What follows belongs to an exercise in optimizing a design on an open flow for small area; a production flow would make more cautious choices.
Where RTL was checked, it was by simulation tests only, not by an equivalence proof against the original.
No activity file was given, so power comes from the tool's default toggle rates. No driver is modelled on the clock port, so clocking that relies on it looks cheaper here than on a real chip.

## before
==> module router_top, before the edit <==
module router_top(clock,resetn,read_enb_0,read_enb_1,read_enb_2,data_in,pkt_valid,
       data_out_0,data_out_1,data_out_2,valid_out_0,valid_out_1,valid_out_2,err,busy);
input clock,resetn,read_enb_0,read_enb_1,read_enb_2,pkt_valid;
input wire [7:0]data_in;
output valid_out_0,valid_out_1,valid_out_2,err,busy;
output wire [7:0]data_out_0,data_out_1,data_out_2;
localparam DA  = 3'b000,  
           LFD = 3'b001,  
           LD  = 3'b010,  
           FFS = 3'b011,  
           LAF = 3'b100,  
           LP  = 3'b101,  
           CPE = 3'b110,  
           WTE = 3'b111;  
reg [2:0] st, nst;
wire s_da  = st == DA;
wire s_lfd = st == LFD;
wire s_ld  = st == LD;
wire s_laf = st == LAF;
wire [2:0] empty, full;
assign valid_out_0 = ~empty[0];
assign valid_out_1 = ~empty[1];
assign valid_out_2 = ~empty[2];
wire c0 = ~empty[0] & ~read_enb_0;
wire c1 = ~empty[1] & ~read_enb_1;
wire c2 = ~empty[2] & ~read_enb_2;
reg [4:0] t0, t1, t2;
wire sr0 = t0 == 5'd16;
wire sr1 = t1 == 5'd16;
wire sr2 = t2 == 5'd16;
function fb;
  input [4:0] t;
  case (t)
    5'd0, 5'd1, 5'd2, 5'd4, 5'd6, 5'd8, 5'd9, 5'd10, 5'd12, 5'd14, 5'd16, 5'd19, 5'd21, 5'd23, 5'd27, 5'd29, 5'd31: fb = 1'b1;
    default: fb = 1'b0;
  endcase
endfunction
always @(posedge clock) begin
  t0 <= (~resetn | ~c0) ? 5'd0 : {t0[3:0], fb(t0)};
  t1 <= (~resetn | ~c1) ? 5'd0 : {t1[3:0], fb(t1)};
  t2 <= (~resetn | ~c2) ? 5'd0 : {t2[3:0], fb(t2)};
end
reg [1:0] dst;       
reg lpv, pd;         
wire ffull = (dst == 2'd0) ? full[0] : (dst == 2'd1) ? full[1] : (dst == 2'd2) ? full[2] : 1'b0;
wire [1:0] a = data_in[1:0];
wire a_empty = (a == 2'd0) ? empty[0] : (a == 2'd1) ? empty[1] : (a == 2'd2) ? empty[2] : 1'b0;
always @(*) begin
  case (st)
    DA:  nst = (pkt_valid && a != 2'd3) ? (a_empty ? LFD : WTE) : DA;
    WTE: nst = a_empty ? LFD : (a == 2'd3) ? DA : WTE;
    LFD: nst = LD;
    LD:  nst = ffull ? FFS : (~pkt_valid ? LP : LD);
    FFS: nst = ffull ? FFS : LAF;
    LAF: nst = pd ? DA : (lpv ? LP : LD);
    LP:  nst = CPE;
    default: nst = ffull ? FFS : DA;  
  endcase
end
always @(posedge clock) begin
  if (~resetn)
    st <= DA;
  else if ((sr0 && a == 2'd0) || (sr1 && a == 2'd1) || (sr2 && a == 2'd2))
    st <= DA;
  else
    st <= nst;
end
assign busy = ~(s_da | s_ld);
wire wr_state = s_ld | s_laf | (st == LP);
reg [7:0] dreg;      
reg [7:0] hold;      
reg [7:0] par;       
reg e;
assign err = e;
always @(posedge clock) begin
  if (~resetn)
    hold <= 0;
  else if (s_ld & ffull)
    hold <= data_in;
end
wire [7:0] dmux = s_laf ? hold : data_in;
always @(posedge clock)
  if ((s_da & pkt_valid) | (s_ld & ~ffull) | s_laf)
    dreg <= dmux;
wire pen = (s_da & pkt_valid) | (s_ld & ~ffull) | (s_laf & (~lpv | ~pd));
always @(posedge clock)
  par <= (par & {8{~s_da}}) ^ (dmux & {8{pen}});
always @(posedge clock) begin
  if (~resetn | s_da)
    pd <= 0;
  else if ((s_ld & ~pkt_valid & ~ffull) | (s_laf & lpv))
    pd <= 1;
end
always @(posedge clock) begin
  if (~resetn | (st == CPE))
    lpv <= 0;
  else if (s_ld & ~pkt_valid)
    lpv <= 1;
end
always @(posedge clock) begin
  if (~resetn)
    e <= 0;
  else if (pd)
    e <= |par;
end
always @(posedge clock)
  if (s_da)
    dst <= a;
reg hf;
wire srd = (dst == 2'd0) ? sr0 : (dst == 2'd1) ? sr1 : (dst == 2'd2) ? sr2 : 1'b0;
always @(posedge clock)
  hf <= s_lfd & ~srd;
wire [2:0] we;
assign we[0] = wr_state & (dst == 2'd0);
assign we[1] = wr_state & (dst == 2'd1);
assign we[2] = wr_state & (dst == 2'd2);
wire [2:0] re = {read_enb_2, read_enb_1, read_enb_0};
wire [2:0] srv = {sr2, sr1, sr0};
wire [7:0] dout [0:2];
assign data_out_0 = dout[0];
assign data_out_1 = dout[1];
assign data_out_2 = dout[2];
genvar n, k;
generate for (n = 0; n < 3; n = n + 1) begin : fifo
  reg [8:0] m [0:15];
  reg [4:0] cnt;       
  reg z;               
  reg [5:0] g;         
  reg [7:0] q_out;
  integer i;
  wire clr = ~resetn | srv[n];
  assign empty[n] = cnt == 5'd0;
  assign full[n] = cnt[4];
  wire w = we[n] & ~full[n];
  wire r = re[n] & ~empty[n];
  wire [15:0] sel;
  for (k = 0; k < 16; k = k + 1) begin : dec
    assign sel[k] = cnt[3:0] == ((k + 1) % 16);
  end
  reg [8:0] q;
  always @(*) begin
    q = 0;
    for (i = 0; i < 16; i = i + 1)
      q = q | (m[i] & {9{sel[i]}});
  end
  always @(posedge clock)
    if (w) begin
      m[0] <= {hf, dreg};
      for (i = 1; i < 16; i = i + 1)
        m[i] <= m[i-1];
    end
  always @(posedge clock) begin
    if (clr)
      cnt <= 0;
    else
      cnt <= cnt + w - r;
  end
  always @(posedge clock) begin
    if (clr)
      z <= 1'b1;
    else if (r) begin
      if (q[8])
        z <= 1'b0;
      else if (g == 0)
        z <= 1'b1;
    end
  end
  always @(posedge clock)
    if (r) begin
      if (q[8])
        g <= q[7:2];
      else
        g <= g - 1'b1;
    end
  always @(posedge clock) begin
    if (clr)
      q_out <= 0;
    else if (r)
      q_out <= q[7:0];
    else if (z)
      q_out <= 0;
  end
  assign dout[n] = q_out;
end endgenerate
endmodule
export LEC_CHECK = 0
export CAP_MARGIN = 20
export CORE_MARGIN = 2
export CORE_UTILIZATION = 70
export SLEW_MARGIN = 20
create_clock -name core_clock -period 5.0 [get_ports {clock}]
standard.sh (not shown) runs the stock make flow with config.mk's settings and CLKGATE_MAP_FILE= SYNTH_SCRIPT=/design/flow/synth_recipe.tcl, a recipe that flattens the netlist after the stock synthesis.
==> flow/flow/run.sh <==
#!/bin/bash
# The standard layout (standard.sh) with three changes:
#  - synthesis maps logic with an area-oriented ABC script (flow/synth.tcl);
#  - clock tree synthesis inserts no dummy loads and uses larger sink clusters;
#  - the input and output ports get the smallest buffer.
set -euo pipefail
here=$(pwd)
export AREA_ABC_SCRIPT=$here/flow/area.abc
export CTS_ARGS="-sink_clustering_enable -repair_clock_nets -dont_use_dummy_load -sink_clustering_size 30 -sink_clustering_max_diameter 120 -buf_list sky130_fd_sc_hd__clkbuf_16"
export GPL_KEEP_OVERFLOW=0
export BUFFER_PORTS_ARGS="-buffer_cell sky130_fd_sc_hd__buf_1"
sed "s|SYNTH_SCRIPT=[^ ]*|SYNTH_SCRIPT=$here/flow/synth.tcl|" standard.sh > layout.sh
grep -q "SYNTH_SCRIPT=$here/flow/synth.tcl" layout.sh
bash layout.sh > layout.log 2>&1
==> flow/flow/area.abc <==
strash
dc2
dch -f
amap
topo
strash
dch -f
amap
topo
==> flow/flow/synth.tcl <==
# The standard synthesis (synth_recipe.tcl), except that ABC maps the logic
# with an area-oriented script (flow/area.abc) instead of ORFS's speed script.
# Registers are mapped before ABC runs, so they are the standard ones.
proc synth {args} { yosys synth -nofsm -noshare {*}$args }
proc abc {args} {
  set i [lsearch -exact $args -script]
  if { $i >= 0 } { set args [lreplace $args $i [expr {$i + 1}] -script $::env(AREA_ABC_SCRIPT)] }
  yosys abc {*}$args
}
source $::env(SCRIPTS_DIR)/synth.tcl
# left out here: clear keep_hierarchy, flatten, clean up, hide names made inside functions, write 1_2_yosys.v
[inputs] after vs before
-- flow/design.v --
<<< before, line 154
      cnt <= 0;
    else
      cnt <= cnt + w - r;
  end
  always @(posedge clock) begin
>>> after, line 154
      cnt <= 0;
    else
      cnt <= cnt + {{4{r & ~w}}, w ^ r};
  end
  always @(posedge clock) begin
## What came out
- after reports a lower total stage count of the critical path than before does.
- The sequential fraction of total cell area in after sits 1.7 points below the value recorded for before.
- Per the comparison of after with before, maximum fanout encountered on the critical timing path flat, placement-stage cell area up 2.5%, number of distinct standard cells referenced by the synthesized netlist up 2, clock period minus final worst setup slack up 0.26 ns.
- Changes observed in after relative to before: proportion of power drawn by combinational gates increased by 2.4 points relative to the old numbers, number of placed cells counting well taps went up, post-route worst setup slack has decreased, mean post-synth cell area lost 0.084 um^2, overall power of the completed layout went up 4.5%.
- after reached the end of the flow, and the finished layout is clean on the timing, DRC and antenna checks.
- In the metrics for before and after, the one carrying the lower wire length is before.
For after, only the layout was checked, not whether the RTL still works.

[port drivers added, routing unchanged]
The flow's constraints put no driver on any port. The routed layouts listed below were extracted and timed again, unchanged, in two steps. Step 1: set_driving_cell puts a clkbuf_16 on clock and a buf_2 on each other input, an assumption about the parent block. Step 2 also shifts input and output timing later by t, the mid clock arrival at the registers, as if the neighbouring blocks saw the same clock. a / b / c = ideal / step 1 / step 2; a / b = the first two.
run | t, ns | slack for setup (ns) | hold WS [ns] | worst setup path after step 2 | worst register clock-pin slew, ns
before | 0.589 | 1.345 / 1.345 / 1.345 | 0.427 / 0.427 / 0.427 | register to register | 0.11 / 0.11
after | 0.600 | 1.087 / 1.086 / 1.086 | 0.432 / 0.432 / 0.432 | register to register | 0.12 / 0.12
After both steps setup and hold are still met in every run listed. For after, which loses most, drivers alone change the setup slack by -0.001 ns; drivers and shift together by -0.001 ns.
